What follows belongs to an exercise in optimizing a design on an open flow for small area, a short achievable clock period and few clock cycles per item; a production flow would make more cautious choices.
In this exercise RTL edits were held to simulation tests only and were not proved equivalent to the original.
Power figures rest on the tool's default switching activity, not on a simulated workload.

<file path="design/flow/constraint.sdc">
create_clock -name core_clock -period 11.0 [get_ports {clk}]
set_input_delay 2.2000 -clock core_clock [delete_from_list [all_inputs] [get_ports {clk}]]
set_output_delay 2.2000 -clock core_clock [all_outputs]
set_load 0.01 [all_outputs]
</file>
<file path="design/flow/flow/abc.script">
strash
dch -f
amap
strash
dch -f
amap
topo
stime -c
buffer -c
upsize -c
dnsize -c
</file>
<file path="design/flow/config.mk">
export PLATFORM = sky130hd
export DESIGN_NAME = huffmandecode
export DESIGN_NICKNAME = huffmandecode
export VERILOG_FILES = /design/flow/design.v
export SDC_FILE = /design/flow/constraint.sdc
export NUM_CORES = 8
export LEC_CHECK = 0
export CAP_MARGIN = 20
export CORE_MARGIN = 2
export CORE_UTILIZATION = 40
export SLEW_MARGIN = 20
export TNS_END_PERCENT = 5
</file>
<file path="design/flow/flow/run.sh">
#!/bin/bash
# The standard layout (standard.sh) with three changes: synthesis maps with
# ABC on flow/abc.script (flow/synth.tcl), the ports get plain buf_1 buffers,
# and repair_timing aims below the clock period (setup margin).
set -euo pipefail
W=$(pwd)
export BUFFER_PORTS_ARGS="-buffer_cell sky130_fd_sc_hd__buf_1"
export SETUP_SLACK_MARGIN=7.8
export FLOW_ABC_SCRIPT=$W/flow/abc.script
sed "s#SYNTH_SCRIPT=[^ ]*#SYNTH_SCRIPT=$W/flow/synth.tcl#" standard.sh > synth_step.sh
# synthesis also leaves out the full and half adder cells (the platform list
# plus fa/ha): ABC builds the adders from plain gates, which is smaller here.
bash synth_step.sh "DONT_USE_CELLS=sky130_fd_sc_hd__probe_p_8 sky130_fd_sc_hd__probec_p_8 sky130_fd_sc_hd__lpflow_bleeder_1 sky130_fd_sc_hd__lpflow_clkbufkapwr_1 sky130_fd_sc_hd__lpflow_clkbufkapwr_16 sky130_fd_sc_hd__lpflow_clkbufkapwr_2 sky130_fd_sc_hd__lpflow_clkbufkapwr_4 sky130_fd_sc_hd__lpflow_clkbufkapwr_8 sky130_fd_sc_hd__lpflow_clkinvkapwr_1 sky130_fd_sc_hd__lpflow_clkinvkapwr_16 sky130_fd_sc_hd__lpflow_clkinvkapwr_2 sky130_fd_sc_hd__lpflow_clkinvkapwr_4 sky130_fd_sc_hd__lpflow_clkinvkapwr_8 sky130_fd_sc_hd__lpflow_decapkapwr_12 sky130_fd_sc_hd__lpflow_decapkapwr_3 sky130_fd_sc_hd__lpflow_decapkapwr_4 sky130_fd_sc_hd__lpflow_decapkapwr_6 sky130_fd_sc_hd__lpflow_decapkapwr_8 sky130_fd_sc_hd__lpflow_inputiso0n_1 sky130_fd_sc_hd__lpflow_inputiso0p_1 sky130_fd_sc_hd__lpflow_inputiso1n_1 sky130_fd_sc_hd__lpflow_inputiso1p_1 sky130_fd_sc_hd__lpflow_inputisolatch_1 sky130_fd_sc_hd__lpflow_isobufsrc_1 sky130_fd_sc_hd__lpflow_isobufsrc_16 sky130_fd_sc_hd__lpflow_isobufsrc_2 sky130_fd_sc_hd__lpflow_isobufsrc_4 sky130_fd_sc_hd__lpflow_isobufsrc_8 sky130_fd_sc_hd__lpflow_isobufsrckapwr_16 sky130_fd_sc_hd__lpflow_lsbuf_lh_hl_isowell_tap_1 sky130_fd_sc_hd__lpflow_lsbuf_lh_hl_isowell_tap_2 sky130_fd_sc_hd__lpflow_lsbuf_lh_hl_isowell_tap_4 sky130_fd_sc_hd__lpflow_lsbuf_lh_isowell_4 sky130_fd_sc_hd__lpflow_lsbuf_lh_isowell_tap_1 sky130_fd_sc_hd__lpflow_lsbuf_lh_isowell_tap_2 sky130_fd_sc_hd__lpflow_lsbuf_lh_isowell_tap_4 sky130_fd_sc_hd__fill_1 sky130_fd_sc_hd__fill_2 sky130_fd_sc_hd__fill_4 sky130_fd_sc_hd__fill_8 sky130_fd_sc_hd__fa_1 sky130_fd_sc_hd__fa_2 sky130_fd_sc_hd__fa_4 sky130_fd_sc_hd__ha_1 sky130_fd_sc_hd__ha_2 sky130_fd_sc_hd__ha_4" synth > synth.log 2>&1
bash standard.sh > standard.log 2>&1
</file>
<file path="design/flow/design.v">
`timescale 1ns / 1ps
module huffmandecode(
clk,
huffrst,
code,
hufftable,
symaddr,
symdata,
huffdata,
hufflength,
hufffinish
    );
input clk,huffrst;
input[15:0] code;
input[8*16-1:0] hufftable;
output [7:0] symaddr;       
input[7:0] symdata;         
output [7:0] huffdata;
output [7:0] hufflength;
output reg hufffinish;
reg [7:0] sa;
assign symaddr  = sa;
assign huffdata = sa;
reg [7:0] g;         
reg [7:0] ca;        
reg [1:0] w;         
reg [3:0] n;         
reg       h;         
reg       one;       
reg       hs;        
reg       fix;       
reg [4:0] hl;        
assign hufflength = {3'b000, hl};
wire [7:0] c1   = hufftable[7:0];
wire [7:0] c2   = hufftable[15:8];
wire       b1   = code[15];
wire       b2   = code[14];
wire       hit1 = (c1[7:1] != 7'd0) | (c1[0] & ~b1);
wire       g1   = b1 & ~c1[0];                            
wire       big  = (c1[7:1] != 7'd0) | (c2[7:2] != 6'd0);
wire [1:0] a2   = c1[0] ? {b2, ~b2} : {b1, b2};           
function [5:0] first_entry(input [5:0] x);
    reg [2:0] c, b, gg, s, a;
    reg       h1, h2;
    begin
        c = {1'b0, x[4:3]};           
        b = x[2:0];                   
        h1 = x[5] & ~b[2];            
        gg = {2'b00, b[2] & ~x[5]};    
        gg = {gg[1:0], b[1]};           
        h2 = c > gg;
        gg = gg - c;                    
        s = {2'b00, x[5]} + c;        
        a = s + {gg[1:0], b[0]};       
        if (h1)      first_entry = {3'd0, b[2], 2'd0};
        else if (h2) first_entry = {2'd0, x[5] ? {b[1], ~b[1]} : b[2:1], 2'd0};
        else         first_entry = {1'b0, a, gg[1:0]};
    end
endfunction
function [64*6-1:0] first_table(input dummy);
    integer i;
    begin
        for (i = 0; i < 64; i = i + 1) first_table[6*i +: 6] = first_entry(i[5:0]);
    end
endfunction
localparam [64*6-1:0] FIRST = first_table(1'b0);
wire [5:0] first = FIRST[6*{c1[0], c2[1:0], code[15:13]} +: 6];
wire [3:0] a0   = first[5:2];
wire [1:0] g2   = first[1:0];
wire       short = fix | hs;                        
wire [9:0] gn   = {1'b0, g, w[1]} - {2'b00, ca};    
wire       hit  = gn[9];                            
wire       dead = ~gn[9] & gn[8];                   
wire       nf   = ~short & ~h & ~hit & (dead | n == 4'd13);   
wire [12:0]  sel  = 13'd1 << n;
wire [103:0] cpad = hufftable[127:24];
wire [11:0]  bpad = {code[0], code[1], code[2], code[3], code[4], code[5],
                     code[6], code[7], code[8], code[9], code[10], code[11]};
wire [7:0]   grp [0:4];
wire [4:0]   grpb;
genvar gi;
generate
    for (gi = 0; gi < 4; gi = gi + 1) begin : fg
        assign grp[gi] = (cpad[8*(3*gi)   +: 8] & {8{sel[3*gi]}})
                       | (cpad[8*(3*gi+1) +: 8] & {8{sel[3*gi+1]}})
                       | (cpad[8*(3*gi+2) +: 8] & {8{sel[3*gi+2]}});
        assign grpb[gi] = (bpad[3*gi] & sel[3*gi]) | (bpad[3*gi+1] & sel[3*gi+1])
                        | (bpad[3*gi+2] & sel[3*gi+2]);
    end
endgenerate
assign grp[4]  = cpad[8*12 +: 8] & {8{sel[12]}};
assign grpb[4] = 1'b0;
wire [7:0] fetch_c = grp[0] | grp[1] | grp[2] | grp[3] | grp[4];    
wire       fetch_b = |grpb;                                           
always @(posedge clk) begin
    one   <= hit1;
    hs    <= (c1[0] & ~b1) | (c2[1:0] > {g1, b2});
    fix   <= big;
    if (~huffrst) begin
        g  <= {6'd0, g2};
        sa <= {4'd0, a0};
        ca <= hufftable[23:16];
        w  <= code[13:12];
    end else begin
        g  <= gn[7:0];
        if (~hufffinish)
            sa <= h ? symdata : nf ? 8'hff : fix & (n == 4'd0) ? {6'd0, one ? {1'b0, b1} : a2}
                                           : sa + gn[7:0] + {7'd0, w[0]};
        ca <= fetch_c;
        w  <= {w[0], fetch_b};
    end
    if (~hufffinish) begin
        hl <= ~h ? 5'd0 : one ? 5'd1 : short ? 5'd2 : {1'b0, n} + 5'd2;
    end
end
always @(posedge clk or negedge huffrst) begin
    if (~huffrst) begin
        hufffinish <= 1'b0;
        h <= 1'b0;
        n <= 4'd0;
    end else begin
        if (h | nf)
            hufffinish <= 1'b1;
        h <= short ? ~fix | (n == 4'd1) : hit;
        n <= n + 4'd1;
    end
end
endmodule
</file>
<file path="design/flow/standard.sh">
#!/bin/bash
# synth_recipe.tcl (not shown) runs the flow's synth.tcl, then flattens the netlist and writes it again
# the make line also repeats each setting of config.mk as NAME=value (left out here)
make -C /OpenROAD-flow-scripts/flow DESIGN_CONFIG=/design/flow/config.mk WORK_HOME=/design/flow/orfs CLKGATE_MAP_FILE= SYNTH_SCRIPT=/design/flow/synth_recipe.tcl "${@:-finish}"
</file>
<file path="design/flow/flow/synth.tcl">
# The standard flow's synthesis script (synth_recipe.tcl), with ABC run on flow/abc.script
# (area-oriented mapping) instead of ORFS's speed or area script.
proc synth {args} { yosys synth -nofsm -noshare {*}$args }
proc abc {args} {
  set i [lsearch -exact $args -script]
  if {$i >= 0} { lset args [expr {$i + 1}] $::env(FLOW_ABC_SCRIPT) }
  yosys abc {*}$args
}
source $::env(SCRIPTS_DIR)/synth.tcl
# left out here: clear keep_hierarchy, flatten, clean up, hide names made inside functions, write 1_2_yosys.v
</file>
==> results of run 1 <==
kinds of logic (layout without fill, tap and decap cells):
family / Yosys count / in the layout
other cells: 1 / 3
simple gates: 148 / 148
buf+inv: 66 / 242
flops: 40 / 40
compound gates: 133 / 133
report_power, final:
| group | total [W] | switching, W | internal [W] |
|---|---|---|---|
| clock network | 0.0000945 | 0.0000505 | 0.0000440 |
| registers | 0.000165 | 0.00000492 | 0.000160 |
| logic | 0.000117 | 0.0000657 | 0.0000508 |
| total | 0.000376 | 0.000121 | 0.000255 |
layer usage:
| layer | wire, um | track usage, % | share of wire, % | up-vias |
|---|---|---|---|---|
| met4 | 227 | 7.85 | 2.1 | 0 |
| met2 | 5570 | 48.8 | 51 | 188 |
| met3 | 834 | 5.13 | 7.6 | 18 |
| met1 | 4380 | 33.2 | 40 | 1683 |
| met5 | 0 | 0 | 0 | - |
| li1 | - | - | - | 1798 |
worst paths after layout:
path	from	endpoint	cells after the start
worst max-delay path	hufftable[8]	sa[0]$_DFFE_PP_	10
worst min-delay path	sa[4]$_SDFFE_PN0N_	sa[4]$_SDFFE_PN0N_	2
worst max register to register	ca[1]$_DFF_P_	sa[0]$_DFFE_PP_	16
worst min register to register	sa[4]$_SDFFE_PN0N_	sa[4]$_SDFFE_PN0N_	2
max in group asynchronous	huffrst	hufffinish$_DFFE_PN0P_	2
min in group asynchronous	huffrst	n[3]$_DFF_PN0_	2
through the flow:
step	utilization [%]	power, W
6_report	55.1	0.000376
4_1_cts	54.5	0.000375
5_1_grt	55.1	0.000399
3_3_place_gp	52.6	0.000277
3_5_place_dp	52.8	0.000280
2_1_floorplan	-	0.000244
Yosys cell counts, types with 3 or more instances:
| library cell | count |
|---|---|
| a2111oi_0 | 5 |
| a211oi_1 | 3 |
| a21oi_1 | 20 |
| a221oi_1 | 6 |
| a222oi_1 | 20 |
| a22o_1 | 7 |
| a22oi_1 | 5 |
| a31oi_1 | 12 |
| buf_4 | 12 |
| clkbuf_1 | 7 |
| clkinv_1 | 3 |
| dfrtp_1 | 6 |
| dfxtp_1 | 25 |
| edfxtp_1 | 9 |
| inv_1 | 41 |
| nand2_1 | 43 |
| nand3_1 | 6 |
| nor2_1 | 53 |
| nor2b_1 | 10 |
| nor3_1 | 15 |
| nor4_1 | 4 |
| o21a_1 | 5 |
| o21ai_0 | 18 |
| o21ai_1 | 6 |
| o221ai_1 | 3 |
| o22ai_1 | 5 |
| o32ai_1 | 6 |
| or2_2 | 3 |
repair_timing:
action                                  CTS  global route
hold endpoints to repair                  0             0
pin swaps                                 0             5
gates cloned                              1             0
endpoints found under the setup margin    8            10
buffers inserted                          3             1
gates resized for setup                   1            15
layout make-up:
class / count / area (um^2) / share of cell area [%]
inverters: 46 / 186 / 4.93
repair inverters: 1 / 5.00 / 0.132
clock inverters: 2 / 11.3 / 0.298
multi-input cells: 284 / 1720 / 45.3
clock buffers: 6 / 72.6 / 1.92
well taps: 96 / 120 / 3.17
repair buffers: 187 / 753 / 19.9
flip-flops and latches: 40 / 921 / 24.3
critical path, cell delays in order:
cell and delay (ps):
buf_6 110, inv_4 60, nor2_4 40, inv_2 70, nor2_4 50, a211oi_2 190, nor3_1 90, nor2_1 110
o221ai_1 110, a32o_2 250
sequential cells by signal, indices dropped and copies added (netlist names):
| name | flops |
|---|---|
| ca | 8 |
| g | 8 |
| sa | 8 |
| hl | 5 |
| n | 4 |
| w | 2 |
| fix | 1 |
| h | 1 |
| hs | 1 |
| hufffinish | 1 |
| one | 1 |
==> run notes, run 1 <==
Row Count=30; RePlAce Congestion=0.913; layout cells sized above 1=8.83%; CTS sink count=40; complex-gate fraction of the synthesized area=34.3%; Die Area=0.00789 mm^2; pre-CTS WS=7210 ps; number of DRC markers in iteration 0=248; synthesis-to-finish area growth=31.5%; Clock Path Buffers=2; crit path launch type=primary input; Worst EP arrival=3290 ps; cts hold-fix bufs=0; Setup Total Neg Slack=0 ps; DRT Pass-1 Iters=5; VDD IR max=0.0000442 V; fill cell count=715; clk slew on worst S/H paths=80 ps; Core ar.=0.00687 mm^2; FFs w/ async S/R, synth=15.0%; Synth Area in XOR/XNOR=0%; reg2reg setup slack=8240 ps; register bit total from synthesis=40; root buf cell=clkbuf_8; Final WS setup=7760 ps; Port Buffer Count=175; Post-synth EDFFs=9; via count=3,687; syn_area_per_cell=7.42 um^2; sequential area share after synthesis=32.0%; TritonCTS buffer count=5; Detail Route Antenna Nets=0; Layout Cells excl Fill=662; die height=88.8 um; HP Class=flop to flop; Final min period=3240 ps; Synth area leader=dfxtp_1; Final setup viols=0; Ant. Diodes=0; max-slew violations=0; Syn Std Cell Area=0.00288 mm^2; ys flop type=dfxtp_1; DR DRC count=0; gr usage total=27.3%; WHS=523 ps; CP max FO=5; DP Area=0.00363 mm^2; largest net degree at the start of global routing=23; Synth Area in Adders=0%; DR vias/cell=5.57; Max Clk Rate=309 MHz; HPWL after detailed placement=8.92 mm; Max Cap Viol=0; clock skew=11.5 ps; initial core utilization=41.9%; Slew @ Worst Pin=839 ps; top cells by area, synth=dfxtp_1 (17%), edfxtp_1 (9.4%), a222oi_1 (7.0%), nor2_1 (6.9%), nand2_1 (5.6%); Die Span X=88.8 um; outcome=finished clean; PwrDens=99.4 mW/mm^2; Yosys warnings=1; RSZ-0062 raised after global routing=true; WL final=11.0 mm; mux cell area share after synthesis=0%; most common cell after layout, fill and taps aside=buf_1; dpl cells=649; largest family of logic cells by synthesized area=compound AO/OA/AOI/OAI gates; Setup crit end kind=flop; DR WL/cell=16.6 um; TritonCTS clock tree=yes; # IOs=179; Cell variety after synth=50; Final Instance Area=0.00378 mm^2; Slew headroom=43.8%; Final Cycle Share=29.5%; critical path class=primary input to flop; first-pass GRT wire length=16.3 mm; post-synthesis simple-gate area fraction=23.3%; initial antenna violation count=0; post-synth top area share=17.4%; Critical Path RT=11,050 ps; vias in the first global route=3,360; Overflow after GRT=0; Fin. Hold Viols=0; Synth Instances=388; CTS H-tree depth=2; most frequent cells in the layout=buf_1 (171), nor2_1 (51), nand2_1 (43), inv_1 (35), dfxtp_1 (25); leak pwr=1.38 nW; clock network latency to the later pin of the worst-skew pair=290 ps; nets@finish=719
Testbench counts, summed over its fixed seeds: cycles 9,412, items 2,048.
==> run 2, diff against run 1 <==
--- a/design/flow/flow/run.sh
+++ b/design/flow/flow/run.sh
@@ -5,7 +5,7 @@
 set -euo pipefail
 W=$(pwd)
 export BUFFER_PORTS_ARGS="-buffer_cell sky130_fd_sc_hd__buf_1"
-export SETUP_SLACK_MARGIN=7.8
+export SETUP_SLACK_MARGIN=7.9
 export FLOW_ABC_SCRIPT=$W/flow/abc.script
 sed "s#SYNTH_SCRIPT=[^ ]*#SYNTH_SCRIPT=$W/flow/synth.tcl#" standard.sh > synth_step.sh
 # synthesis also leaves out the full and half adder cells (the platform list
==> run 2 against run 1 <==
Worst hold slack about the same; still clean on timing, DRC and antenna; clock power about the same; first-iteration DRC count decreased by 2.4%; clock skew decreased by 0.82 ps; utilization increased by 0.62 points; register-to-register slack about the same; non-clock buffer count increased by 2; largest power group unchanged; sequential cell count unchanged; wire length increased by 0.27%; worst setup slack improved by 64 ps; fmax increased by 2.0%.
==> run notes, run 2 <==
clk slew on worst S/H paths=80 ps (about the same); Fin. Hold Viols=0 (unchanged); Slew headroom=44.4% (was 43.8%); Max Cap Viol=0 (unchanged); leak pwr=1.40 nW (was 1.38 nW); critical-path cell list=buf_12 > clkinv_8 > nor2_4 > inv_2 > nor2_4 > a211oi_2 > nor3_1 > nor2_1 > o221ai_1 > a32o_2 (was buf_6 > inv_4 > nor2_4 > inv_2 > nor2_4 > a211oi_2 > nor3_1 > nor2_1 > o221ai_1 > a32o_2); DR vias/cell=5.51 (was 5.57); Net Switching=0.000121 W (about the same); Die Span X=88.8 um (unchanged); RSZ-0062 raised after global routing=true (unchanged); CP startpoint=hufftable[8] (unchanged); most frequent cells after synthesis=nor2_1 (53), nand2_1 (43), inv_1 (41) (unchanged); CTS sink count=40 (unchanged); Ant. Diodes=0 (unchanged); clock share of power=25.0% (was 25.1%); most common cell after layout, fill and taps aside=buf_1 (unchanged); Clock Path Buffers=2 (unchanged); Worst EP arrival=3230 ps (was 3290 ps); number of DRC markers in iteration 0=242 (was 248); Overflow after GRT=0 (unchanged); Row Count=30 (unchanged); clock skew=10.7 ps (was 11.5 ps); sw frac=32.1% (was 32.2%); vias in the first global route=3,377 (was 3,360); Yosys warnings=1 (unchanged); max-slew violations=0 (unchanged); Setup Total Neg Slack=0 ps (unchanged); Core ar.=0.00687 mm^2 (unchanged); cells on worst reg2reg path=16 (unchanged); register bit total from synthesis=40 (unchanged); Regs by FF count=ca: 8 flops, g: 8 flops, sa: 8 flops (unchanged); Cell variety after synth=50 (unchanged); Worst path max stage delay=230 ps (was 250 ps); via count=3,657 (was 3,687); CP dominant cell by count=nor2_4 (unchanged); worst r2r src=ca[1]$_DFF_P_ (unchanged); sequential power share=43.8% (was 43.9%); first-pass GRT wire length=16.4 mm (was 16.3 mm); DR DRC count=0 (unchanged); synthesis-to-finish area growth=32.9% (was 31.5%); Total Power=0.000377 W (was 0.000376 W); outcome=finished clean (unchanged); FFs w/ async S/R, synth=15.0% (unchanged); HP Class=flop to flop (unchanged); ys flop type=dfxtp_1 (unchanged); nets@finish=721 (was 719); pre-CTS WS=7210 ps (unchanged); Die Area=0.00789 mm^2 (unchanged); Slew @ Worst Pin=831 ps (was 839 ps); initial antenna violation count=0 (unchanged); root buf cell=clkbuf_8 (unchanged); Synth area leader=dfxtp_1 (unchanged); Syn Std Cell Area=0.00288 mm^2 (unchanged); Synth Instances=388 (unchanged); Final WS setup=7820 ps (was 7760 ps); syn_area_per_cell=7.42 um^2 (unchanged); top cells by area, synth=dfxtp_1 (17%), edfxtp_1 (9.4%), a222oi_1 (7.0%), nor2_1 (6.9%), nand2_1 (5.6%) (unchanged); crit path launch type=primary input (unchanged); Detail Route Antenna Nets=0 (unchanged); Final min period=3180 ps (was 3240 ps); CP max FO=5 (unchanged); DR WL/cell=16.6 um (about the same); gr usage total=27.4% (was 27.3%); Max Clk Rate=315 MHz (was 309 MHz); Final Cycle Share=28.9% (was 29.5%); WL final=11.0 mm (about the same); HPWL after detailed placement=8.92 mm (unchanged); sequential area share after synthesis=32.0% (unchanged); post-synth top area share=17.4% (unchanged); Comb power frac=31.2% (was 31.0%); Port Buffer Count=175 (unchanged); layout cells sized above 1=9.51% (was 8.83%); r2r endpoint=sa[0]$_DFFE_PP_ (unchanged); CTS H-tree depth=2 (unchanged); TritonCTS buffer count=5 (unchanged); largest net degree at the start of global routing=23 (unchanged); DRT Pass-1 Iters=7 (was 5); most frequent cells in the layout=buf_1 (170), nor2_1 (51), nand2_1 (43), inv_1 (35), dfxtp_1 (25) (was buf_1 (171), nor2_1 (51), nand2_1 (43), inv_1 (35), dfxtp_1 (25)); CP max-delay cell=a32o_2 (unchanged); Setup crit end kind=flop (unchanged); Post-synth EDFFs=9 (unchanged); PwrDens=98.5 mW/mm^2 (was 99.4 mW/mm^2); # IOs=179 (unchanged); TritonCTS clock tree=yes (unchanged); reg2reg setup slack=8250 ps (was 8240 ps); die height=88.8 um (unchanged); top-count cell post-synth=nor2_1 (unchanged); Pint=0.000256 W (was 0.000255 W); clock network latency to the later pin of the worst-skew pair=290 ps (about the same); Final setup viols=0 (unchanged); RePlAce Congestion=0.913 (unchanged); Critical Path RT=11,050 ps (about the same); VDD IR max=0.0000439 V (was 0.0000442 V); initial core utilization=41.9% (unchanged); critical path class=primary input to flop (unchanged); Worst Setup EP=sa[0]$_DFFE_PP_ (unchanged)
==> run 2: cell counts after synthesis <==
No cell type changed its count.
==> run 2: metrics by stage <==
stage	utilization (%)	cells	hold WS [ps]	cell area, um^2
floorplan	-	390	486	2930
global placement	52.6	647	508	3610
detailed placement	52.8	649	514	3630
CTS	55.2	663	526	3790
global route	55.7	664	557	3830
finish	55.7	664	523	3830
==> run 2: critical path, delay by kind of cell <==
kind | cells | cell delay, ps
AO/OA/AOI/OAI | 3 | 570
buffers and inverters | 3 | 220
AND/OR/NAND/NOR | 4 | 230
==> run 2: timing repair <==
item / in CTS / in global routing
endpoints found under the setup margin: 15 / 19
endpoints found under the hold margin: 0 / 0
buffers inserted: 5 / 1
cloned: 1 / 0
hold buffers: 0 / 0
gates resized for setup: 13 / 10
pin swaps: 5 / 8
==> run 2: cell type report <==
cell class | instances | area, um^2
repair inverters | 1 | 5.00
well taps | 96 | 120
clock buffers | 6 | 72.6
flip-flops and latches | 40 | 921
multi-input cells | 284 | 1720
fillers | 714 | 3040
repair buffers | 189 | 785
clock inverters | 2 | 11.3
inverters | 46 | 196
==> run 2: power by group through the flow <==
stage / clock network (W) / registers [W] / logic, W
global route: 0.000103 / 0.000166 / 0.000131
CTS: 0.0000961 / 0.000165 / 0.000115
global placement: 0 / 0.000168 / 0.000109
finish: 0.0000942 / 0.000165 / 0.000118
floorplan: 0 / 0.000167 / 0.0000771
detailed placement: 0 / 0.000168 / 0.000112
==> run 2: cell families (layout without fill, tap and decap cells) <==
logic type,Yosys count,after routing,synth area share [%]
buffers and inverters,66,244,10.2
AOI/OAI and AO/OA,133,133,34.3
and+or+nand+nor,148,148,23.3
DFF,40,40,32.0
other,1,3,0.130
==> run 2: per-layer routing <==
layer | track usage [%] | share of wire (%) | up-vias
li1 | - | - | 1803
met2 | 49.1 | 51 | 175
met4 | 7.85 | 2.1 | 0
met3 | 5.13 | 7.4 | 19
met1 | 33.3 | 40 | 1660
met5 | 0 | 0 | -
==> run 2: how the worst min path moves through the flow <==
stage / start / cells past startpoint / end / slack [ps]
after detailed placement: sa[4]$_SDFFE_PN0N_ / 2 / sa[4]$_SDFFE_PN0N_ / 510
final: sa[4]$_SDFFE_PN0N_ / 2 / sa[4]$_SDFFE_PN0N_ / 520
after global placement: sa[4]$_SDFFE_PN0N_ / 2 / sa[4]$_SDFFE_PN0N_ / 510
after global routing: sa[6]$_SDFFE_PN0N_ / 2 / sa[6]$_SDFFE_PN0N_ / 560
after floorplan: fix$_DFF_P_ / 2 / h$_DFF_PN0_ / 490
after CTS: sa[4]$_SDFFE_PN0N_ / 2 / sa[4]$_SDFFE_PN0N_ / 530
==> run 3, diff against run 2 <==
--- a/design/flow/flow/run.sh
+++ b/design/flow/flow/run.sh
@@ -5,7 +5,7 @@
 set -euo pipefail
 W=$(pwd)
 export BUFFER_PORTS_ARGS="-buffer_cell sky130_fd_sc_hd__buf_1"
-export SETUP_SLACK_MARGIN=7.9
+export SETUP_SLACK_MARGIN=8.0
 export FLOW_ABC_SCRIPT=$W/flow/abc.script
 sed "s#SYNTH_SCRIPT=[^ ]*#SYNTH_SCRIPT=$W/flow/synth.tcl#" standard.sh > synth_step.sh
 # synthesis also leaves out the full and half adder cells (the platform list
==> run 3 against run 2 <==
Power rose by 0.14%; via count fell by 0.36%; first-iteration DRC count rose by 11%; sequential cell count did not move; critical path depth fell by 1; critical endpoint unchanged; largest cell class unchanged.
==> run notes, run 3 <==
largest net degree at the start of global routing=23 (unchanged); Ant. Diodes=0 (unchanged); TritonCTS clock tree=yes (unchanged); mux cell area share after synthesis=0% (unchanged); DR DRC count=0 (unchanged); WL final=11.0 mm (about the same); Port Buffer Count=175 (unchanged); syn_area_per_cell=7.42 um^2 (unchanged); vias in the first global route=3,409 (was 3,377); Worst path max stage delay=230 ps (about the same); Layout Cells excl Fill=665 (was 664); most frequent cells in the layout=buf_1 (170), nor2_1 (51), nand2_1 (43), inv_1 (35), dfxtp_1 (25) (unchanged); clock skew=11.6 ps (was 10.7 ps); CP max FO=3 (was 5); Worst EP arrival=3210 ps (was 3230 ps); Overflow after GRT=0 (unchanged); most frequent cells after synthesis=nor2_1 (53), nand2_1 (43), inv_1 (41) (unchanged); HPWL after detailed placement=8.92 mm (unchanged); Final setup viols=0 (unchanged); clock network latency to the later pin of the worst-skew pair=290 ps (about the same); critical-path cell list=buf_2 > nor2_4 > inv_2 > nor2_4 > a211oi_2 > nor3_1 > nor2_1 > o221ai_1 > a32o_1 (was buf_12 > clkinv_8 > nor2_4 > inv_2 > nor2_4 > a211oi_2 > nor3_1 > nor2_1 > o221ai_1 > a32o_2); CTS H-tree depth=2 (unchanged); Slew headroom=44.9% (was 44.4%); Post-synth EDFFs=9 (unchanged); Regs by FF count=ca: 8 flops, g: 8 flops, sa: 8 flops (unchanged); Synth Area in Adders=0% (unchanged); Synth area leader=dfxtp_1 (unchanged); Die Area=0.00789 mm^2 (unchanged); root buf cell=clkbuf_8 (unchanged); Slew @ Worst Pin=823 ps (was 831 ps); synthesis-to-finish area growth=33.3% (was 32.9%); VDD IR max=0.0000442 V (was 0.0000439 V); Final min period=3160 ps (was 3180 ps); worst r2r src=ca[1]$_DFF_P_ (unchanged); Max Cap Viol=0 (unchanged); ys flop type=dfxtp_1 (unchanged); CTS sink count=40 (unchanged); complex-gate fraction of the synthesized area=34.3% (unchanged); cells on worst reg2reg path=16 (unchanged); RSZ-0062 raised after global routing=true (unchanged); DRT Pass-1 Iters=6 (was 7); sequential area share after synthesis=32.0% (unchanged); DR vias/cell=5.48 (was 5.51); Fin. Hold Viols=0 (unchanged); Setup crit end kind=flop (unchanged); Clock Path Buffers=2 (unchanged); register bit total from synthesis=40 (unchanged); initial core utilization=41.9% (unchanged); HP Class=flop to flop (unchanged); CP startpoint=code[13] (was hufftable[8]); most common cell after layout, fill and taps aside=buf_1 (unchanged); initial antenna violation count=0 (unchanged); outcome=finished clean (unchanged); RePlAce Congestion=0.913 (unchanged); largest family of logic cells by synthesized area=compound AO/OA/AOI/OAI gates (unchanged); cts hold-fix bufs=0 (unchanged); Max Clk Rate=317 MHz (was 315 MHz); Critical Path RT=11,050 ps (about the same); critical path class=primary input to flop (unchanged); Top delay family on crit path=compound AO/OA/AOI/OAI gates (unchanged); DR WL/cell=16.5 um (was 16.6 um); via count=3,644 (was 3,657); TritonCTS buffer count=5 (unchanged); Hold Startpoint=sa[4]$_SDFFE_PN0N_ (unchanged); dpl cells=649 (unchanged); Detail Route Antenna Nets=0 (unchanged); Syn Std Cell Area=0.00288 mm^2 (unchanged); clk slew on worst S/H paths=80 ps (about the same); Yosys warnings=1 (unchanged); Cell variety after synth=50 (unchanged); Synth Area in XOR/XNOR=0% (unchanged); Row Count=30 (unchanged); top-count cell post-synth=nor2_1 (unchanged); instance count on the critical path=9 (was 10); gr usage total=27.6% (was 27.4%); post-synthesis simple-gate area fraction=23.3% (unchanged); nets@finish=722 (was 721); crit path launch type=primary input (unchanged); CP dominant cell by count=nor2_4 (unchanged); Synth Instances=388 (unchanged); max-slew violations=0 (unchanged); first-pass GRT wire length=16.5 mm (was 16.4 mm); top cells by area, synth=dfxtp_1 (17%), edfxtp_1 (9.4%), a222oi_1 (7.0%), nor2_1 (6.9%), nand2_1 (5.6%) (unchanged); Setup Total Neg Slack=0 ps (unchanged); Die Span X=88.8 um (unchanged); number of DRC markers in iteration 0=269 (was 242); CP max-delay cell=a32o_1 (was a32o_2); sum of buffers and inverters on the critical path=2 (was 3); die height=88.8 um (unchanged); Final Cycle Share=28.7% (was 28.9%); post-synth top area share=17.4% (unchanged); Worst Hold Depth=2 (unchanged); layout cells sized above 1=9.84% (was 9.51%); leak pwr=1.40 nW (about the same); Core ar.=0.00687 mm^2 (unchanged); FFs w/ async S/R, synth=15.0% (unchanged); # IOs=179 (unchanged); PwrDens=98.3 mW/mm^2 (was 98.5 mW/mm^2)
## run 3: changes by cell type in the layout (fill, tap and decap cells not counted), sizes merged
cell,before,now
buf,189,190
inv,41,42
clkinv,5,4
## run 3: worst min-delay path, stage by stage, from the launching register on
cell and delay (ps):
dfxtp_1 340, inv_1 70, o32ai_1 70
## run 3: timing repair
item	4_1_cts	5_1_grt
pin swaps	7	3
gates cloned	1	0
setup endpoints to repair	37	44
gates resized for setup	17	5
setup buffers	7	0
## run 3: final cells by class
type                       count  area [um^2]
clock buffer                   6         72.6
tap                           96          120
sequential                    40          921
fill                         708         3030
timing repair inverter         1         5.00
timing repair buffer         190          790
multi-input combinational    284         1730
clock inverter                 2         11.3
inverter                      46          186
## run 3: metrics by stage
stage	power (W)	hold slack [ps]	utilization (%)	instance area (um^2)	worst slack, ps
detailed placement	0.000280	514	52.8	3630	7210
global placement	0.000277	508	52.6	3610	7320
CTS	0.000377	526	55.5	3810	7870
floorplan	0.000244	486	-	2930	7660
finish	0.000377	523	55.9	3840	7840
global route	0.000401	557	55.9	3840	7780
## run 3: final timing paths
kind / slack, ps / to
hold / removal: 520 / sa[4]$_SDFFE_PN0N_
hold reg to reg: 520 / sa[4]$_SDFFE_PN0N_
min in group asynchronous: 1850 / n[3]$_DFF_PN0_
setup reg to reg: 8250 / sa[0]$_DFFE_PP_
setup / recovery: 7840 / sa[0]$_DFFE_PP_
max in group asynchronous: 8950 / hufffinish$_DFFE_PN0P_
## run 3: power by group
group	leakage (nW)	internal (W)	switching, W	total (W)
Combinational	0.993	0.0000522	0.0000657	0.000118
Sequential	0.369	0.000160	0.00000491	0.000165
Clock	0.0388	0.0000440	0.0000505	0.0000945
## run 3: metal layers
| metal | part of all wire (%) | wire [um] | up-vias | GRT usage, % |
|---|---|---|---|---|
| met5 | 0 | 0 | - | 0 |
| met4 | 2.7 | 291 | 0 | 9.23 |
| met3 | 7.7 | 847 | 21 | 4.85 |
| met2 | 50 | 5510 | 158 | 49.0 |
| met1 | 39 | 4310 | 1665 | 33.6 |
| li1 | - | - | 1800 | - |
## run 3: cells by family after synthesis
| logic type | Yosys count |
|---|---|
| other cells | 1 |
| simple gates | 148 |
| buf+inv | 66 |
| flops | 40 |
| compound gates | 133 |
==> run 4, diff against run 3 <==
--- a/design/flow/design.v
+++ b/design/flow/design.v
@@ -24,13 +24,12 @@
 reg [7:0] g;         
 reg [7:0] ca;        
 reg [1:0] w;         
-reg [3:0] n;         
+reg [4:0] k;         
 reg       h;         
 reg       one;       
 reg       hs;        
 reg       fix;       
-reg [4:0] hl;        
-assign hufflength = {3'b000, hl};
+assign hufflength = {3'b000, k};
 wire [7:0] c1   = hufftable[7:0];
 wire [7:0] c2   = hufftable[15:8];
 wire       b1   = code[15];
@@ -71,8 +70,9 @@
 wire [9:0] gn   = {1'b0, g, w[1]} - {2'b00, ca};    
 wire       hit  = gn[9];                            
 wire       dead = ~gn[9] & gn[8];                   
-wire       nf   = ~short & ~h & ~hit & (dead | n == 4'd13);   
-wire [12:0]  sel  = 13'd1 << n;
+wire       nf   = ~short & ~h & ~hit & (dead | k == 5'd15);   
+wire [14:0]  selk = 15'd1 << k[3:0];
+wire [12:0]  sel  = selk[14:2];
 wire [103:0] cpad = hufftable[127:24];
 wire [11:0]  bpad = {code[0], code[1], code[2], code[3], code[4], code[5],
                      code[6], code[7], code[8], code[9], code[10], code[11]};
@@ -104,25 +104,23 @@
     end else begin
         g  <= gn[7:0];
         if (~hufffinish)
-            sa <= h ? symdata : nf ? 8'hff : fix & (n == 4'd0) ? {6'd0, one ? {1'b0, b1} : a2}
+            sa <= h ? symdata : nf ? 8'hff : fix & (k == 5'd2) ? {6'd0, one ? {1'b0, b1} : a2}
                                            : sa + gn[7:0] + {7'd0, w[0]};
         ca <= fetch_c;
         w  <= {w[0], fetch_b};
-    end
-    if (~hufffinish) begin
-        hl <= ~h ? 5'd0 : one ? 5'd1 : short ? 5'd2 : {1'b0, n} + 5'd2;
     end
 end
 always @(posedge clk or negedge huffrst) begin
     if (~huffrst) begin
         hufffinish <= 1'b0;
         h <= 1'b0;
-        n <= 4'd0;
+        k <= 5'd2;
     end else begin
         if (h | nf)
             hufffinish <= 1'b1;
-        h <= short ? ~fix | (n == 4'd1) : hit;
-        n <= n + 4'd1;
+        h <= short ? ~fix | (k == 5'd3) : hit;
+        if (~hufffinish)
+            k <= h ? (short ? {3'd0, ~one, one} : k) : nf ? 5'd0 : k + 5'd1;
     end
 end
 endmodule
--- a/design/flow/flow/run.sh
+++ b/design/flow/flow/run.sh
@@ -5,7 +5,7 @@
 set -euo pipefail
 W=$(pwd)
 export BUFFER_PORTS_ARGS="-buffer_cell sky130_fd_sc_hd__buf_1"
-export SETUP_SLACK_MARGIN=8.0
+export SETUP_SLACK_MARGIN=7.8
 export FLOW_ABC_SCRIPT=$W/flow/abc.script
 sed "s#SYNTH_SCRIPT=[^ ]*#SYNTH_SCRIPT=$W/flow/synth.tcl#" standard.sh > synth_step.sh
 # synthesis also leaves out the full and half adder cells (the platform list
==> run 4 against run 3 <==
Still clean on timing, DRC and antenna; utilization is 1.9 points lower; critical path depth is 1 lower; power is 2.9% higher; critical endpoint is now sa[1]$_DFFE_PP_; highest routed layer unchanged.
==> run notes, run 4 <==
Die Span X=87.1 um (was 88.8 um); FFs w/ async S/R, synth=19.4% (was 15.0%); Slew headroom=20.7% (was 44.9%); Clock Path Buffers=2 (unchanged); Port Buffer Count=175 (unchanged); die height=87.1 um (was 88.8 um); nets@finish=696 (was 722); HP Class=flop to flop (unchanged); DR DRC count=0 (unchanged); sequential area share after synthesis=28.9% (was 32.0%); initial core utilization=41.1% (was 41.9%); top-count cell post-synth=nor2_1 (unchanged); layout cells sized above 1=13.8% (was 9.84%); initial antenna violation count=0 (unchanged); Pint=0.000250 W (was 0.000256 W); Synth area leader=dfxtp_1 (unchanged); TritonCTS clock tree=yes (unchanged); WL final=9.89 mm (was 11.0 mm); Setup Total Neg Slack=0 ps (unchanged); FF/Latch Area=798 um^2 (was 921 um^2); most common cell after layout, fill and taps aside=buf_1 (unchanged); outcome=finished clean (unchanged); Yosys warnings=1 (unchanged); Final Cycle Share=29.6% (was 28.7%); Synth Instances=366 (was 388); Syn Std Cell Area=0.00276 mm^2 (was 0.00288 mm^2); Final min period=3260 ps (was 3160 ps); Worst EP arrival=3290 ps (was 3210 ps); Die Area=0.00758 mm^2 (was 0.00789 mm^2); RSZ-0062 raised after global routing=true (unchanged); CTS H-tree depth=2 (unchanged); clock share of power=23.6% (was 25.0%); CTS sink count=36 (was 40); Comb power frac=37.1% (was 31.2%); clock skew=8.83 ps (was 11.6 ps); Core ar.=0.00672 mm^2 (was 0.00687 mm^2); Overflow after GRT=0 (unchanged); WHS=480 ps (was 523 ps); top sig layer=met4 (unchanged); Row Count=30 (unchanged); pre-CTS WS=7280 ps (was 7210 ps); Max Clk Rate=307 MHz (was 317 MHz); Regs by FF count=ca: 8 flops, g: 8 flops, sa: 8 flops (unchanged); clock network latency to the later pin of the worst-skew pair=290 ps (about the same); Multi-input gate area=0.00173 mm^2 (unchanged); first-pass GRT wire length=15.3 mm (was 16.5 mm); RePlAce Congestion=0.986 (was 0.913); post-synth top area share=18.1% (was 17.4%); Slew @ Worst Pin=1180 ps (was 823 ps); top cells by area, synth=dfxtp_1 (18%), a222oi_1 (12%), nor2_1 (6.0%), dfrtp_1 (5.4%), nand2_1 (4.8%) (was dfxtp_1 (17%), edfxtp_1 (9.4%), a222oi_1 (7.0%), nor2_1 (6.9%), nand2_1 (5.6%)); syn_area_per_cell=7.54 um^2 (was 7.42 um^2); sw frac=35.5% (was 32.1%); most frequent cells after synthesis=nor2_1 (44), nand2_1 (35), a222oi_1 (32) (was nor2_1 (53), nand2_1 (43), inv_1 (41)); critical path class=primary input to flop (unchanged); TritonCTS buffer count=5 (unchanged); Net Switching=0.000138 W (was 0.000121 W); DR WL/cell=15.9 um (was 16.5 um); leak pwr=1.27 nW (was 1.40 nW); Post-synth EDFFs=4 (was 9); Max Cap Viol=0 (unchanged); largest net degree at the start of global routing=20 (was 23); Total Power=0.000388 W (was 0.000377 W); crit path launch type=primary input (unchanged); number of DRC markers in iteration 0=307 (was 269); critical-path cell list=clkbuf_2 > inv_1 > nor2_2 > nand2_1 > o21ai_0 > o221ai_1 > o311ai_1 > a32o_1 (was buf_2 > nor2_4 > inv_2 > nor2_4 > a211oi_2 > nor3_1 > nor2_1 > o221ai_1 > a32o_1); sequential power share=39.3% (was 43.7%); routed length on met3=1.09 mm (was 847 um); root buf cell=clkbuf_8 (unchanged); register bit total from synthesis=36 (was 40); metal2 WL=4.57 mm (was 5.51 mm); HPWL after detailed placement=7.89 mm (was 8.92 mm); Final setup viols=0 (unchanged); gr usage total=25.6% (was 27.6%); most frequent cells in the layout=buf_1 (172), nor2_1 (41), nand2_1 (34), a222oi_1 (32), inv_1 (26) (was buf_1 (170), nor2_1 (51), nand2_1 (43), inv_1 (35), dfxtp_1 (25)); via count=3,591 (was 3,644); Final WS setup=7740 ps (was 7840 ps); # IOs=179 (unchanged); ys flop type=dfxtp_1 (unchanged); Top delay family on crit path=compound AO/OA/AOI/OAI gates (unchanged); clk slew on worst S/H paths=70 ps (was 80 ps); PwrDens=107 mW/mm^2 (was 98.3 mW/mm^2); Setup crit end kind=flop (unchanged); Worst path max stage delay=230 ps (about the same); DR vias/cell=5.76 (was 5.48); wire length on met1=4.08 mm (was 4.31 mm); CP max-delay cell=a32o_1 (unchanged); Fin. Hold Viols=0 (unchanged); Detail Route Antenna Nets=0 (unchanged); sum of buffers and inverters on the critical path=2 (unchanged); fill cell count=679 (was 708); final core occ=54.0% (was 55.9%); Cell variety after synth=55 (was 50); Ant. Diodes=0 (unchanged); DRT Pass-1 Iters=10 (was 6); vias in the first global route=3,290 (was 3,409); max-slew violations=0 (unchanged); synthesis-to-finish area growth=31.4% (was 33.3%); CP max FO=6 (was 3); VDD IR max=0.0000521 V (was 0.0000442 V); Critical Path RT=11,030 ps (was 11,050 ps)
-- run 4: cell types whose count changed in the layout (fill, tap and decap cells not counted), moves of 7 or more --
| cell | previous run | this run |
|---|---|---|
| o21ai_2 | 0 | 8 |
| a222oi_1 | 20 | 32 |
| inv_1 | 35 | 26 |
| nand2_1 | 43 | 34 |
| a21oi_2 | 1 | 9 |
| nor2_2 | 0 | 7 |
| nor2_1 | 51 | 41 |
-- run 4: repair_timing --
item / in CTS / in global routing
resized for setup: 4 / 3
buffers inserted: 0 / 4
setup endpoints to repair: 12 / 15
hold buffers: 0 / 0
gates cloned: 1 / 0
-- run 4: per-stage QoR --
stage / std cells / instance area [um^2]
finish: 623 / 3630
global route: 623 / 3630
CTS: 619 / 3570
detailed placement: 610 / 3470
global placement: 610 / 3470
floorplan: 368 / 2780
-- run 4: worst reg2reg max path, stage by stage (launching register included) --
cell,delay [ps]
dfxtp_1,340
inv_2,50
nor2_2,120
a21oi_2,70
a21oi_2,220
o21ai_2,100
o21ai_2,180
o21ai_2,90
nand2_1,90
nand2_1,70
nand2_1,90
o21ai_2,80
nor2_2,100
nor2_2,60
nor2_1,240
nor3_4,100
nor2_4,160
clkinv_2,150
a31oi_1,210
o32ai_2,100
-- run 4: cells by family after synthesis --
| logic type | Yosys count | synth area share (%) |
|---|---|---|
| DFF | 36 | 28.9 |
| and+or+nand+nor | 134 | 23.7 |
| other | 1 | 0.136 |
| AOI/OAI and AO/OA | 136 | 37.7 |
| buffers and inverters | 59 | 9.56 |
-- run 4: area by class of cell --
cell class / instances / share of cell area (%)
Timing Repair inverter: 1 / 0.138
Inverter: 39 / 4.28
Timing Repair Buffer: 186 / 20.8
Tap cell: 80 / 2.76
Multi-Input combinational cell: 273 / 47.7
Clock buffer: 7 / 2.10
Clock inverter: 1 / 0.138
Sequential cell: 36 / 22.0
-- run 4: routing by layer --
metal  global-route usage (%)  up-vias
met5                        0        -
met4                     4.97        0
met3                     7.58       19
met2                     42.3      207
met1                     33.2     1612
li1                         -     1753
-- run 4: final timing paths --
path	slack, ps	cells after the start	endpoint	from
max	7740	8	sa[1]$_DFFE_PP_	code[15]
min	480	1	h$_DFF_PN0_	fix$_DFF_P_
max reg2reg	8130	19	sa[2]$_DFFE_PP_	g[0]$_DFF_P_
min reg2reg	480	1	h$_DFF_PN0_	fix$_DFF_P_
max in group asynchronous	8880	2	k[1]$_DFFE_PN1P_	huffrst
min in group asynchronous	1860	2	k[4]$_DFFE_PN0P_	huffrst
-- run 4: power groups by stage --
stage	clock network, W	registers [W]	logic [W]
final	0.0000917	0.000153	0.000144
after global routing	0.000100	0.000154	0.000165
after CTS	0.0000930	0.000153	0.000142
after detailed placement	0	0.000156	0.000141
after global placement	0	0.000156	0.000137
after floorplan	0	0.000155	0.000102
Testbench counts of run 4, summed over its fixed seeds: cycles 9,412, items 2,048.
==> run 5, diff against run 4 <==
--- a/design/flow/flow/run.sh
+++ b/design/flow/flow/run.sh
@@ -5,7 +5,7 @@
 set -euo pipefail
 W=$(pwd)
 export BUFFER_PORTS_ARGS="-buffer_cell sky130_fd_sc_hd__buf_1"
-export SETUP_SLACK_MARGIN=7.8
+export SETUP_SLACK_MARGIN=8.0
 export FLOW_ABC_SCRIPT=$W/flow/abc.script
 sed "s#SYNTH_SCRIPT=[^ ]*#SYNTH_SCRIPT=$W/flow/synth.tcl#" standard.sh > synth_step.sh
 # synthesis also leaves out the full and half adder cells (the platform list
==> run 5 against run 4 <==
Worst hold slack worse by 14 ps; still clean on timing, DRC and antenna; power up 1.6%; synthesized cell count unchanged; combinational power up 4%; highest routed layer unchanged; largest power group unchanged; global-route usage increased by 0.26 points; wire length rose by 1.9%.
==> run notes, run 5 <==
TritonCTS buffer count=5 (unchanged); top cells by area, synth=dfxtp_1 (18%), a222oi_1 (12%), nor2_1 (6.0%), dfrtp_1 (5.4%), nand2_1 (4.8%) (unchanged); Top delay family on crit path=compound AO/OA/AOI/OAI gates (unchanged); Detail Route Antenna Nets=0 (unchanged); Yosys warnings=1 (unchanged); CTS sink count=36 (unchanged); sum of buffers and inverters on the critical path=3 (was 2); leak pwr=1.33 nW (was 1.27 nW); first-pass GRT wire length=15.5 mm (was 15.3 mm); ys flop type=dfxtp_1 (unchanged); Worst path max stage delay=290 ps (was 230 ps); Final min period=3200 ps (was 3260 ps); gr usage total=25.8% (was 25.6%); sequential area share after synthesis=28.9% (unchanged); Setup crit end kind=flop (unchanged); largest family of logic cells by synthesized area=compound AO/OA/AOI/OAI gates (unchanged); post-synthesis simple-gate area fraction=23.7% (unchanged); Synth Area in Adders=0% (unchanged); Total Power=0.000395 W (was 0.000388 W); max-slew violations=0 (unchanged); WHS=466 ps (was 480 ps); # IOs=179 (unchanged); DR DRC count=0 (unchanged); fill cell count=666 (was 679); Setup Total Neg Slack=0 ps (unchanged); most frequent cells in the layout=buf_1 (169), nor2_1 (38), nand2_1 (34), a222oi_1 (32), dfxtp_1 (25) (was buf_1 (172), nor2_1 (41), nand2_1 (34), a222oi_1 (32), inv_1 (26)); Net Switching=0.000141 W (was 0.000138 W); dpl cells=610 (unchanged); cts hold-fix bufs=0 (unchanged); critical path class=primary input to flop (unchanged); DR WL/cell=16.0 um (was 15.9 um); Synth Instances=366 (unchanged); Worst Hold Depth=1 (unchanged); via count=3,675 (was 3,591); Max Cap Viol=0 (unchanged); root buf cell=clkbuf_8 (unchanged); DR vias/cell=5.82 (was 5.76); Row Count=30 (unchanged); PwrDens=105 mW/mm^2 (was 107 mW/mm^2); Fin. Hold Viols=0 (unchanged); HP Class=flop to flop (unchanged); die height=87.1 um (unchanged); outcome=finished clean (unchanged); Hold Startpoint=fix$_DFF_P_ (unchanged); Core ar.=0.00672 mm^2 (unchanged); r2r endpoint=sa[2]$_DFFE_PP_ (unchanged); most frequent cells after synthesis=nor2_1 (44), nand2_1 (35), a222oi_1 (32) (unchanged); Die Span X=87.1 um (unchanged); Hold Path End=h$_DFF_PN0_ (unchanged); Final WS setup=7800 ps (was 7740 ps); Critical Path RT=11,040 ps (was 11,030 ps); Port Buffer Count=175 (unchanged); clock network latency to the later pin of the worst-skew pair=290 ps (about the same); Synth Area in XOR/XNOR=0% (unchanged); Synth area leader=dfxtp_1 (unchanged); sequential power share=38.6% (was 39.3%); clk slew on worst S/H paths=70 ps (about the same); post-synth top area share=18.1% (unchanged); RSZ-0062 raised after global routing=true (unchanged); number of DRC markers in iteration 0=351 (was 307); layout cells sized above 1=18.1% (was 13.8%); TritonCTS clock tree=yes (unchanged); CTS H-tree depth=2 (unchanged); top-count cell post-synth=nor2_1 (unchanged); Multi-input gate area=0.00179 mm^2 (was 0.00173 mm^2); FFs w/ async S/R, synth=19.4% (unchanged); vias in the first global route=3,337 (was 3,290); Clock Path Buffers=2 (unchanged); mux cell area share after synthesis=0% (unchanged); initial core utilization=41.1% (unchanged); crit path launch type=primary input (unchanged); Regs by FF count=ca: 8 flops, g: 8 flops, sa: 8 flops (unchanged); Final Cycle Share=29.1% (was 29.6%); FF/Latch Area=800 um^2 (was 798 um^2); Die Area=0.00758 mm^2 (unchanged); sw frac=35.8% (was 35.5%); Final setup viols=0 (unchanged); Pint=0.000253 W (was 0.000250 W); register bit total from synthesis=36 (unchanged); RePlAce Congestion=0.986 (unchanged); largest net degree at the start of global routing=20 (unchanged); Cell variety after synth=55 (unchanged); Slew @ Worst Pin=1190 ps (was 1180 ps); critical-path cell list=buf_2 > inv_2 > buf_4 > nor2_1 > o21ai_0 > o221ai_1 > a32o_2 (was clkbuf_2 > inv_1 > nor2_2 > nand2_1 > o21ai_0 > o221ai_1 > o311ai_1 > a32o_1); CP max FO=6 (unchanged); Ant. Diodes=0 (unchanged); Comb power frac=38.1% (was 37.1%); HPWL after detailed placement=7.89 mm (unchanged); worst r2r src=g[0]$_DFF_P_ (unchanged); synthesis-to-finish area growth=35.8% (was 31.4%); nets@finish=704 (was 696); WL final=10.1 mm (was 9.89 mm); Slew headroom=20.1% (was 20.7%); clock share of power=23.3% (was 23.6%); initial antenna violation count=0 (unchanged); Post-synth EDFFs=4 (unchanged); CP max-delay cell=a32o_2 (was a32o_1); clock skew=8.19 ps (was 8.83 ps); most common cell after layout, fill and taps aside=buf_1 (unchanged); cells on worst reg2reg path=19 (unchanged); complex-gate fraction of the synthesized area=37.7% (unchanged); reg2reg setup slack=8160 ps (was 8130 ps); Layout Cells excl Fill=631 (was 623); Max Clk Rate=313 MHz (was 307 MHz); Overflow after GRT=0 (unchanged); VDD IR max=0.0000538 V (was 0.0000521 V); pre-CTS WS=7280 ps (unchanged); DRT Pass-1 Iters=11 (was 10); syn_area_per_cell=7.54 um^2 (unchanged); Worst EP arrival=3240 ps (was 3290 ps); Syn Std Cell Area=0.00276 mm^2 (unchanged)
run 5: cell counts after synthesis:
No cell type changed its count.
run 5: logic make-up (layout without fill, tap and decap cells):
family	count (synthesis)	in the layout
other cells	1	3
compound gates	136	136
simple gates	134	134
flops	36	36
buf+inv	59	242
run 5: worst max path at each step:
stage / slack, ps / startpoint / cells after the start / end
floorplan: 7720 / hufftable[8] / 9 / sa[2]$_DFFE_PP_
global placement: 7370 / huffrst / 5 / w[0]$_DFF_P_
detailed placement: 7280 / huffrst / 5 / w[0]$_DFF_P_
CTS: 7810 / k[2]$_DFFE_PN0P_ / 1 / hufflength[2]
global route: 7730 / code[15] / 8 / sa[1]$_DFFE_PP_
finish: 7800 / code[15] / 7 / sa[1]$_DFFE_PP_
run 5: metal layers:
layer | up-vias | share of wire, % | global-route usage [%]
li1 | 1770 | - | -
met1 | 1679 | 41 | 33.5
met2 | 205 | 47 | 42.8
met3 | 21 | 10 | 7.49
met4 | 0 | 1.6 | 4.97
met5 | - | 0 | 0
run 5: metrics by stage:
stage               cell area, um^2  util, %
finish                         3750     55.8
global route                   3750     55.8
CTS                            3650     54.3
detailed placement             3470     51.7
global placement               3470     51.7
floorplan                      2780        -
run 5: worst register-to-register path, delay by kind of cell, from the launching register on:
family	cells	cell delay (ps)
buffers and inverters	2	200
AOI/OAI and AO/OA	9	1290
and+or+nand+nor	8	760
DFF	1	340
run 5: what timing repair did:
item                       CTS  global route
setup endpoints to repair   40            48
cloned                       1             0
buffers inserted             7             5
resized for setup           18            15
pin swaps                    5             6
run 5: final cells by class:
cell class / instances / share of cell area [%]
clock inverters: 1 / 0.134
inverters: 39 / 4.14
well taps: 80 / 2.67
flip-flops and latches: 36 / 21.3
clock buffers: 7 / 2.04
repair inverters: 1 / 0.200
repair buffers: 194 / 21.8
multi-input cells: 273 / 47.7
run 5: power by group through the flow:
stage | clock network, W | registers [W] | logic, W
2_1_floorplan | 0 | 0.000155 | 0.000102
3_3_place_gp | 0 | 0.000156 | 0.000137
3_5_place_dp | 0 | 0.000156 | 0.000141
4_1_cts | 0.0000930 | 0.000152 | 0.000146
5_1_grt | 0.000100 | 0.000154 | 0.000171
6_report | 0.0000920 | 0.000152 | 0.000150
==> run 6, diff against run 5 <==
--- a/design/flow/flow/run.sh
+++ b/design/flow/flow/run.sh
@@ -5,7 +5,7 @@
 set -euo pipefail
 W=$(pwd)
 export BUFFER_PORTS_ARGS="-buffer_cell sky130_fd_sc_hd__buf_1"
-export SETUP_SLACK_MARGIN=8.0
+export SETUP_SLACK_MARGIN=7.9
 export FLOW_ABC_SCRIPT=$W/flow/abc.script
 sed "s#SYNTH_SCRIPT=[^ ]*#SYNTH_SCRIPT=$W/flow/synth.tcl#" standard.sh > synth_step.sh
 # synthesis also leaves out the full and half adder cells (the platform list
==> design/flow/flow/abc.script (replaced) <==
strash
dch -f
amap
strash
dch -f
amap
topo
stime -c
upsize -c
dnsize -c
==> run 6 against run 5 <==
Clock skew is 2.0 ps higher; die area is 1.5% lower; area after synthesis is 1.6% lower; fmax is 0.41% lower; synthesized cell count is 2.5% lower; cell count is 1.1% lower; sequential power hardly changed.
==> run notes, run 6 <==
outcome=finished clean (unchanged); nets@finish=697 (was 704); TritonCTS clock tree=yes (unchanged); largest family of logic cells by synthesized area=compound AO/OA/AOI/OAI gates (unchanged); Final min period=3210 ps (was 3200 ps); Ant. Diodes=0 (unchanged); top cells by area, synth=dfxtp_1 (18%), a222oi_1 (12%), nor2_1 (6.1%), dfrtp_1 (5.5%), nand2_1 (4.8%) (was dfxtp_1 (18%), a222oi_1 (12%), nor2_1 (6.0%), dfrtp_1 (5.4%), nand2_1 (4.8%)); top-count cell post-synth=nor2_1 (unchanged); sum of buffers and inverters on the critical path=1 (was 3); DRT Pass-1 Iters=6 (was 11); Detail Route Antenna Nets=0 (unchanged); CP max FO=5 (was 6); vias in the first global route=3,432 (was 3,337); Port Buffer Count=175 (unchanged); syn_area_per_cell=7.61 um^2 (was 7.54 um^2); critical-path cell list=buf_6 (was buf_2 > inv_2 > buf_4 > nor2_1 > o21ai_0 > o221ai_1 > a32o_2); Setup Total Neg Slack=0 ps (unchanged); post-synthesis simple-gate area fraction=24.2% (was 23.7%); CP max-delay cell=dfstp_2 (was a32o_2); largest net degree at the start of global routing=30 (was 20); Yosys warnings=1 (unchanged); Post-synth EDFFs=4 (unchanged); FFs w/ async S/R, synth=19.4% (unchanged); most frequent cells after synthesis=nor2_1 (44), nand2_1 (35), a222oi_1 (32) (unchanged); register bit total from synthesis=36 (unchanged); Synth Area in XOR/XNOR=0% (unchanged); Cell variety after synth=54 (was 55); most frequent cells in the layout=buf_1 (168), nor2_1 (40), nand2_1 (34), a222oi_1 (32), dfxtp_1 (25) (was buf_1 (169), nor2_1 (38), nand2_1 (34), a222oi_1 (32), dfxtp_1 (25)); GRT met1 Usage=39.3% (was 33.5%); clock network latency to the later pin of the worst-skew pair=290 ps (about the same); CTS sink count=36 (unchanged); sw frac=36.2% (was 35.8%); Die Span X=86.4 um (was 87.1 um); root buf cell=clkbuf_8 (unchanged); Worst path max stage delay=600 ps (was 290 ps); Max Cap Viol=0 (unchanged); Net Switching=0.000142 W (was 0.000141 W); Final setup viols=0 (unchanged); Pint=0.000250 W (was 0.000253 W); HPWL after detailed placement=8.49 mm (was 7.89 mm); Critical Path RT=8800 ps (was 11,040 ps); Synth Area in Adders=0% (unchanged); busiest grt layer=met2 (unchanged); most common cell after layout, fill and taps aside=buf_1 (unchanged); via count=3,573 (was 3,675); TritonCTS buffer count=5 (unchanged); Overflow after GRT=0 (unchanged); RSZ-0062 raised after global routing=true (unchanged); Syn Std Cell Area=0.00272 mm^2 (was 0.00276 mm^2); VDD IR max=0.0000398 V (was 0.0000538 V); Row Count=30 (unchanged); Final Instance Area=0.00369 mm^2 (was 0.00375 mm^2); ys flop type=dfxtp_1 (unchanged); # IOs=179 (unchanged); WL final=10.7 mm (was 10.1 mm); Regs by FF count=ca: 8 flops, g: 8 flops, sa: 8 flops (unchanged); met2 Track Usage GR=46.9% (was 42.8%); clock skew=10.2 ps (was 8.19 ps); Clock Path Buffers=2 (unchanged); DR WL/cell=17.1 um (was 16.0 um); DP Area=0.00348 mm^2 (was 0.00347 mm^2); Fin. Hold Viols=0 (unchanged); initial antenna violation count=1 (was 0); mux cell area share after synthesis=0% (unchanged); Setup crit end kind=output pin (was flop); sequential area share after synthesis=29.3% (was 28.9%); leak pwr=1.25 nW (was 1.33 nW); Synth Instances=357 (was 366); Die Area=0.00747 mm^2 (was 0.00758 mm^2); RePlAce Congestion=0.913 (was 0.986); Synth area leader=dfxtp_1 (unchanged); initial core utilization=40.7% (was 41.1%); DR DRC count=0 (unchanged); gr usage total=28.8% (was 25.8%); clk slew on worst S/H paths=70 ps (about the same); Worst EP arrival=1010 ps (was 3240 ps); clock share of power=23.9% (was 23.3%); layout cells sized above 1=15.4% (was 18.1%); Slew @ Worst Pin=1000 ps (was 1190 ps); synthesis-to-finish area growth=35.9% (was 35.8%); number of DRC markers in iteration 0=272 (was 351); Max Clk Rate=311 MHz (was 313 MHz); CTS H-tree depth=2 (unchanged); post-synth top area share=18.4% (was 18.1%); Core ar.=0.00668 mm^2 (was 0.00672 mm^2); Comb power frac=36.9% (was 38.1%); complex-gate fraction of the synthesized area=37.9% (was 37.7%); die height=86.4 um (was 87.1 um); M3 GR Usage=6.38% (was 7.49%); critical path class=flop to output pin (was primary input to flop); sequential power share=39.1% (was 38.6%); Final Cycle Share=29.2% (was 29.1%); first-pass GRT wire length=16.8 mm (was 15.5 mm); PwrDens=106 mW/mm^2 (was 105 mW/mm^2); max-slew violations=0 (unchanged); Slew headroom=32.8% (was 20.1%); HP Class=flop to flop (unchanged); DR vias/cell=5.73 (was 5.82); cts hold-fix bufs=0 (unchanged); Top delay family on crit path=flip-flops (was compound AO/OA/AOI/OAI gates); crit path launch type=flop (was primary input)
-- run 6: cell types whose count changed after synthesis, sizes merged --
cell	previous run	this run
and2b	0	1
inv	35	8
nor2b	7	6
buf	12	11
clkinv	4	31
clkbuf	8	0
-- run 6: cells by family (layout without fill, tap and decap cells) --
| group | after synthesis | count (layout) |
|---|---|---|
| AOI/OAI and AO/OA | 136 | 136 |
| and+or+nand+nor | 134 | 134 |
| buffers and inverters | 50 | 235 |
| DFF | 36 | 36 |
| other | 1 | 3 |
-- run 6: area by class of cell --
type	count	area (um^2)
fill	693	2990
sequential	36	801
inverter	39	169
multi-input combinational	273	1770
tap	80	100
clock buffer	7	76.3
clock inverter	1	5.00
timing repair buffer	188	773
-- run 6: through the flow --
stage / hold WS [ps] / setup slack [ps] / power [W] / std cells / utilization, %
finish: 461 / 7790 / 0.000392 / 624 / 55.3
global route: 481 / 7750 / 0.000419 / 624 / 55.3
CTS: 469 / 7800 / 0.000391 / 621 / 54.5
detailed placement: 459 / 7180 / 0.000295 / 612 / 52.1
global placement: 453 / 7100 / 0.000293 / 612 / 52.1
floorplan: 415 / 7750 / 0.000253 / 359 / -
-- run 6: worst paths after layout --
| check | slack (ps) | from | depth (start not counted) | to |
|---|---|---|---|---|
| worst min register to register | 460 | fix$_DFF_P_ | 1 | h$_DFF_PN0_ |
| worst max-delay path | 7790 | k[1]$_DFFE_PN1P_ | 1 | hufflength[1] |
| worst max register to register | 8180 | k[1]$_DFFE_PN1P_ | 8 | sa[0]$_DFFE_PP_ |
| worst min-delay path | 460 | fix$_DFF_P_ | 1 | h$_DFF_PN0_ |
| min in group asynchronous | 1850 | huffrst | 2 | k[4]$_DFFE_PN0P_ |
| max in group asynchronous | 8900 | huffrst | 2 | k[1]$_DFFE_PN1P_ |
-- run 6: timing repair --
action	4_1_cts	5_1_grt
buffers inserted	1	3
pin swaps	3	2
gates resized for setup	27	6
endpoints found under the setup margin	16	24
-- run 6: power groups by stage --
stage	Clock, W	Combinational (W)	Sequential (W)
final	0.0000938	0.000145	0.000153
after global routing	0.000101	0.000163	0.000155
after CTS	0.0000947	0.000143	0.000153
after detailed placement	0	0.000139	0.000156
after global placement	0	0.000137	0.000156
after floorplan	0	0.0000977	0.000155
-- run 6: worst register-to-register path: cells and delay by family (launching register included) --
family          cells  cell delay (ps)
flops               1              600
compound gates      2              430
simple gates        4             1080
buf+inv             2              510
-- run 6: per-layer routing --
metal | part of all wire, % | vias to the layer above
met5 | 0.12 | -
met3 | 9.5 | 13
li1 | - | 1754
met1 | 42 | 1624
met2 | 47 | 180
met4 | 1.0 | 2
==> run 7, diff against run 6 <==
==> design/flow/flow/abc.script (replaced) <==
strash
dch -f
amap
strash
dch -f
amap
topo
stime -c
==> run 7 against run 6 <==
Critical endpoint is now sa[0]$_DFFE_PP_; non-clock buffer count grew 1; global-route usage shrank 0.95 points; worst hold slack is essentially flat; largest power group unchanged; cell count shrank 0.32%; worst setup slack gained 7.5 ps; largest cell class unchanged; area after synthesis shrank 4.3%; sequential power is essentially flat; critical path depth grew 8; utilization grew 2.3 points; first-iteration DRC count grew 21%; wire length shrank 3.4%.
==> run notes, run 7 <==
gr usage total=27.9% (was 28.8%); CTS sink count=36 (unchanged); DR vias/cell=5.71 (was 5.73); max-slew violations=0 (unchanged); WHS=461 ps (about the same); CTS H-tree depth=2 (unchanged); clk slew on worst S/H paths=70 ps (about the same); r2r endpoint=sa[1]$_DFFE_PP_ (was sa[0]$_DFFE_PP_); Regs by FF count=ca: 8 flops, g: 8 flops, sa: 8 flops (unchanged); VDD IR max=0.0000729 V (was 0.0000398 V); HP Class=flop to flop (unchanged); met2 Track Usage GR=43.8% (was 46.9%); GRT met1 Usage=39.0% (was 39.3%); Final Cycle Share=29.1% (was 29.2%); sequential area share after synthesis=30.7% (was 29.3%); initial antenna violation count=0 (was 1); Multi-input gate area=0.00172 mm^2 (was 0.00177 mm^2); Fin. Hold Viols=0 (unchanged); RePlAce Congestion=0.919 (was 0.913); outcome=finished clean (unchanged); Detail Route Antenna Nets=0 (unchanged); critical-path cell list=buf_2 > inv_4 > nor2_4 > buf_4 > o21ai_1 > o21a_1 > a21oi_1 > a31oi_1 > o32ai_1 (was buf_6); TritonCTS clock tree=yes (unchanged); Final setup viols=0 (unchanged); Critical Path RT=11,020 ps (was 8800 ps); Die Area=0.00716 mm^2 (was 0.00747 mm^2); die height=84.6 um (was 86.4 um); via count=3,553 (was 3,573); PwrDens=106 mW/mm^2 (about the same); CP max FO=4 (was 5); Cell variety after synth=37 (was 54); Port Buffer Count=175 (unchanged); post-synth top area share=19.2% (was 18.4%); WL final=10.3 mm (was 10.7 mm); Synth area leader=dfxtp_1 (unchanged); worst r2r src=g[0]$_DFF_P_ (was k[1]$_DFFE_PN1P_); busiest grt layer=met2 (unchanged); syn_area_per_cell=7.28 um^2 (was 7.61 um^2); Setup Total Neg Slack=0 ps (unchanged); DRT Pass-1 Iters=7 (was 6); first-pass GRT wire length=15.9 mm (was 16.8 mm); layout cells sized above 1=11.7% (was 15.4%); Slew headroom=22.4% (was 32.8%); DR WL/cell=16.6 um (was 17.1 um); cells on worst reg2reg path=18 (was 8); cts hold-fix bufs=0 (unchanged); clock network latency to the later pin of the worst-skew pair=290 ps (about the same); DP Area=0.00335 mm^2 (was 0.00348 mm^2); top-count cell post-synth=nor2_1 (unchanged)
run 7: power by group:
part           internal (W)  switching [W]  leakage [nW]
registers          0.000145     0.00000717         0.328
clock network     0.0000511      0.0000473        0.0455
logic             0.0000564      0.0000780         0.837
run 7: metal layers:
| layer | part of all wire, % | vias up |
|---|---|---|
| met5 | 0 | - |
| met4 | 1.1 | 0 |
| met2 | 46 | 196 |
| li1 | - | 1755 |
| met3 | 9.5 | 14 |
| met1 | 44 | 1588 |
run 7: per-stage QoR:
stage	cells	util, %	setup slack (ps)	power, W
2_1_floorplan	359	-	7750	0.000235
3_3_place_gp	606	53.0	7350	0.000274
3_5_place_dp	606	53.0	7270	0.000275
4_1_cts	618	55.8	7820	0.000377
5_1_grt	622	57.6	7730	0.000415
6_report	622	57.6	7800	0.000385
run 7: worst max path at each step:
| stage | from | endpoint | slack, ps | cells past startpoint |
|---|---|---|---|---|
| floorplan | hufftable[8] | sa[1]$_DFFE_PP_ | 7750 | 6 |
| global placement | code[14] | sa[1]$_DFFE_PP_ | 7350 | 6 |
| detailed placement | code[15] | sa[1]$_DFFE_PP_ | 7270 | 8 |
| CTS | hufftable[8] | sa[1]$_DFFE_PP_ | 7820 | 7 |
| global route | g[0]$_DFF_P_ | sa[2]$_DFFE_PP_ | 7730 | 19 |
| finish | hufftable[8] | sa[0]$_DFFE_PP_ | 7800 | 9 |
run 7: area by class of cell:
type	instances	share of cell area (%)
clock buffer	8	2.48
inverter	39	4.37
multi-input combinational	273	47.3
sequential	36	22.0
tap	77	2.65
timing repair buffer	189	21.2
run 7: cells by family after synthesis:
| logic type | count (synthesis) | synth area share [%] |
|---|---|---|
| simple gates | 134 | 23.4 |
| buf+inv | 50 | 8.81 |
| flops | 36 | 30.7 |
| compound gates | 136 | 37.0 |
| other cells | 1 | 0.144 |
run 7: critical path, delay by kind of cell:
kind / cells / cell delay [ps]
AO/OA/AOI/OAI: 5 / 630
buffers and inverters: 3 / 340
AND/OR/NAND/NOR: 1 / 50
run 7: repair_timing:
action                                  CTS  global route
resized for setup                        26            26
pin swaps                                 4             5
gates cloned                              0             0
endpoints found under the setup margin   19            28
buffers inserted                          4             4

Check on run 7: ideal ports give 7.796 ns setup slack; a clkbuf_16 on the clock port and buf_2 on the inputs give 7.799 ns; moving port delays by the midpoint clock arrival (0.310 ns) as well gives 7.489 ns.
